From an optimization exercise on the open Yosys and OpenROAD flow, aimed at small area and few clock cycles; shortcuts taken in it are not production practice.
RTL that was checked went through simulation tests only; none was proved equivalent to the original.
No activity file was given, so power comes from the tool's default toggle rates.

Design F, start of the top module:
module F(
    input empty,
    input [15:0] iu,
    input [15:0] iv,
    input [15:0] offset,
    input [PRECISION-1:0] indatar,
    input [PRECISION-1:0] indatai,
    output read,
    output valid,
    output [15:0] gind,
    output [15:0] cind,
    output [PRECISION-1:0] outdatar,
    output [PRECISION-1:0] outdatai,
    input clk,
    input rst
    );
	parameter PRECISION = 32;
	parameter GSIZE = 32;
	parameter SUPPORT = 7;
	parameter SSIZE = 2*SUPPORT+1;
	reg [3:0] k;	 
	wire last = (k == SSIZE - 1);
	always @(posedge clk)
		if (rst)
			k <= 0;
		else if (!empty)
			k <= last ? 4'd0 : k + 4'd1;
	function [16:0] radd(input [15:0] a, input [15:0] b, input ci);
		integer i;
		reg c;
		begin
			c = ci;
			for (i = 0; i < 16; i = i + 1) begin
				radd[i] = a[i] ^ b[i] ^ c;
				c = (a[i] & b[i]) | (c & (a[i] ^ b[i]));
			end
			radd[16] = c;
		end
	endfunction
	function [31:0] csa(input [15:0] a, input [15:0] b, input [15:0] c);
		csa = {(a & b) | (a & c) | (b & c), a ^ b ^ c};
	endfunction
	function [16:0] padd(input [15:0] a, input [15:0] b, input ci);
		reg [15:0] g, p, gg, pp;
		integer i, j, l;
		begin
			g = a & b;
			p = a ^ b;
			gg = g;
			pp = p;
			gg[0] = g[0] | (p[0] & ci);
			for (l = 0; l < 4; l = l + 1)
				for (i = 0; i < 16; i = i + 1)
					if ((i >> l) & 1) begin
						j = ((i >> (l + 1)) << (l + 1)) + (1 << l) - 1;
						gg[i] = gg[i] | (pp[i] & gg[j]);
						pp[i] = pp[i] & pp[j];
					end
			padd = {gg[15], p ^ {gg[14:0], ci}};
		end
	endfunction
	wire [3:0] n0 = offset[3:0], n1 = offset[7:4], n2 = offset[11:8], n3 = offset[15:12];
	wire [31:0] t = csa(n1, n2, n3);			 
	wire [31:0] sc = csa(t[3:0], {t[19:16], 1'b0}, n0);
	wire [16:0] s = padd(sc[4:0], {sc[20:16], 1'b0}, 1'b0);	 
	reg [2:0] c;
	always @(*)
		case (s[5:0])
  ...
Settings: LEC_CHECK=0, CAP_MARGIN=20, CORE_MARGIN=2, CORE_UTILIZATION=55, CTS_BUF_LIST=sky130_fd_sc_hd__clkbuf_1, CTS_CLUSTER_DIAMETER=200, CTS_CLUSTER_SIZE=20, SLEW_MARGIN=20; clock period 8.0 ns.
standard.sh (not shown) runs the stock make flow with config.mk's settings and CLKGATE_MAP_FILE= SYNTH_SCRIPT=/design/flow/synth_recipe.tcl, a recipe that flattens the netlist after the stock synthesis.
==> flow/flow/run.sh <==
#!/bin/bash
# Standard layout with two changes to synthesis: adders stay plain gates
# (no full/half-adder cells) and ABC maps with flow/abc.script.
# Each tool's output goes to a log file in the work folder.
set -e
W=$(pwd)
{ head -n 1 synth_recipe.tcl; cat flow/abc_proc.tcl; tail -n +2 synth_recipe.tcl; } > own_synth.tcl
export MY_ABC_SCRIPT=$W/flow/abc.script MY_ABC_D=4500
bash standard.sh ADDER_MAP_FILE= SYNTH_SCRIPT=$W/own_synth.tcl BUFFER_PORTS_ARGS="-buffer_cell sky130_fd_sc_hd__buf_1" finish > standard.log 2>&1
==> flow/flow/abc.script <==
strash; dc2; dc2; dch -f; amap; topo; stime -c
==> flow/flow/abc_proc.tcl <==
# Own ABC script for technology mapping: synth.tcl calls abc with its
# -script and -D; this replaces the script with $MY_ABC_SCRIPT, in which
# {D} stands for the delay target $MY_ABC_D (ps).
proc abc {args} {
  set f [open $::env(MY_ABC_SCRIPT) r]
  set s [string map [list "{D}" $::env(MY_ABC_D)] [read $f]]
  close $f
  set script $::env(OBJECTS_DIR)/own_abc.script
  set f [open $script w]
  puts $f $s
  close $f
  set out {}
  for {set i 0} {$i < [llength $args]} {incr i} {
    set a [lindex $args $i]
    if {$a eq "-script"} { incr i; lappend out -script $script; continue }
    if {$a eq "-D"} { incr i; continue }
    lappend out $a
  }
  yosys abc {*}$out
}
Edit:
==> flow/flow/abc.script (replaced) <==
strash; dch; amap; topo; stime -c
Result: The new run ran to the end with no violations. Utilization fell by 2.7 points. Global-route usage decreases by 1.4 points. Total power fell by 3.0%. Setup slack improved by 0.27 ns. Register-to-register slack gets better by 0.15 ns. Die area increases by about 2.4%. Hold slack improves by 0.057 ns. Synthesized area climbs by about 2.6%. Routed wire length went down by about 5.6%. Synthesized cell count rises by 2.8%.
No functional check of the RTL was part of any run of this note.

========
F, a different RTL version from the one above (not shown whole).
For scale: ~370 cells after synthesis, ~4 flip-flops, ~210 I/O pins, ~0.0020 sq mm of cells after synthesis.
## F
module F(
    input empty,
    input [15:0] iu,
    input [15:0] iv,
    input [15:0] offset,
    input [PRECISION-1:0] indatar,
    input [PRECISION-1:0] indatai,
    output read,
    output valid,
    output [15:0] gind,
    output [15:0] cind,
    output [PRECISION-1:0] outdatar,
    output [PRECISION-1:0] outdatai,
    input clk,
    input rst
    );
clock: 8.0 ns
lec_check: 0
cap_margin: 20
core_margin: 2
core_utilization: 40
slew_margin: 20
==> flow/flow/run.sh <==
#!/bin/bash
# Standard layout with two changes to synthesis: adders stay plain gates
# (no full/half-adder cells) and ABC maps with flow/abc.script.
# Each tool's output goes to a log file in the work folder.
set -e
W=$(pwd)
cat flow/abc_proc.tcl synth_recipe.tcl > own_synth.tcl
export MY_ABC_SCRIPT=$W/flow/abc.script MY_ABC_D=4000
bash standard.sh ADDER_MAP_FILE= SYNTH_SCRIPT=$W/own_synth.tcl BUFFER_PORTS_ARGS="-buffer_cell sky130_fd_sc_hd__buf_1" finish > standard.log 2>&1
==> flow/flow/abc.script <==
strash; dc2; dch; amap; topo; stime -c
==> flow/flow/abc_proc.tcl <==
# Own ABC script for technology mapping: synth.tcl calls abc with its
# -script and -D; this replaces the script with flow/abc.script and the
# delay target with ABC_D_PS (in ps).
proc abc {args} {
  set out {}
  for {set i 0} {$i < [llength $args]} {incr i} {
    set a [lindex $args $i]
    if {$a eq "-script"} { incr i; lappend out -script $::env(MY_ABC_SCRIPT); continue }
    if {$a eq "-D"} { incr i; continue }
    lappend out $a
  }
  yosys abc -D $::env(MY_ABC_D) {*}$out
}
The first run finished but fails on setup timing.
Testbench counts at the start, summed over its fixed seeds: cycles 21,630.
Edit:
==> flow/flow/abc.script (replaced) <==
strash; dch; amap; topo; stime -c; buffer -c; upsize -c; dnsize -c
--- a/flow/config.mk
+++ b/flow/config.mk
@@ -10 +10,2 @@
-export CORE_UTILIZATION = 40
+export CORE_UTILIZATION = 70
+export CTS_BUF_LIST = sky130_fd_sc_hd__clkbuf_1
Result: The new run stopped in I/O pin placement (3_2_place_iop), error PPL-0024. Synthesized area came out higher by 6.9%. Synthesized cell count came out lower by 1.1%.

==> afterwards: timing with drivers on the ports <==
The results above use ideal ports. As a check the final layouts listed here were re-extracted and re-timed, cells and wires unchanged. Step 1 (the two cells are an assumption about what drives the block):
set clk [get_ports {clk}]
set_driving_cell -lib_cell sky130_fd_sc_hd__clkbuf_16 $clk
set_driving_cell -lib_cell sky130_fd_sc_hd__buf_2 [delete_from_list [all_inputs] $clk]
Step 2 times the ports against the registers' clock, not the clock port: input delays grow and output delays shrink by t, the midpoint of the rising clock arrivals with the driver on. Three values: ideal ports, drivers, drivers and shift; two values: the first two.
run | t, ns | setup WS [ns] | worst slew at a driven data input, ns
the first run of note 1 | 0.260 | 0.465 / 0.442 / 0.442 | 0.09
the second run of note 1 | 0.255 | 0.737 / 0.704 / 0.704 | 0.10
the first run of note 2 | 0.238 | -0.300 / -0.332 / -0.332 | 0.09
For the second run of note 1, which loses most, drivers alone change the setup slack by -0.033 ns; drivers and shift together by -0.033 ns.
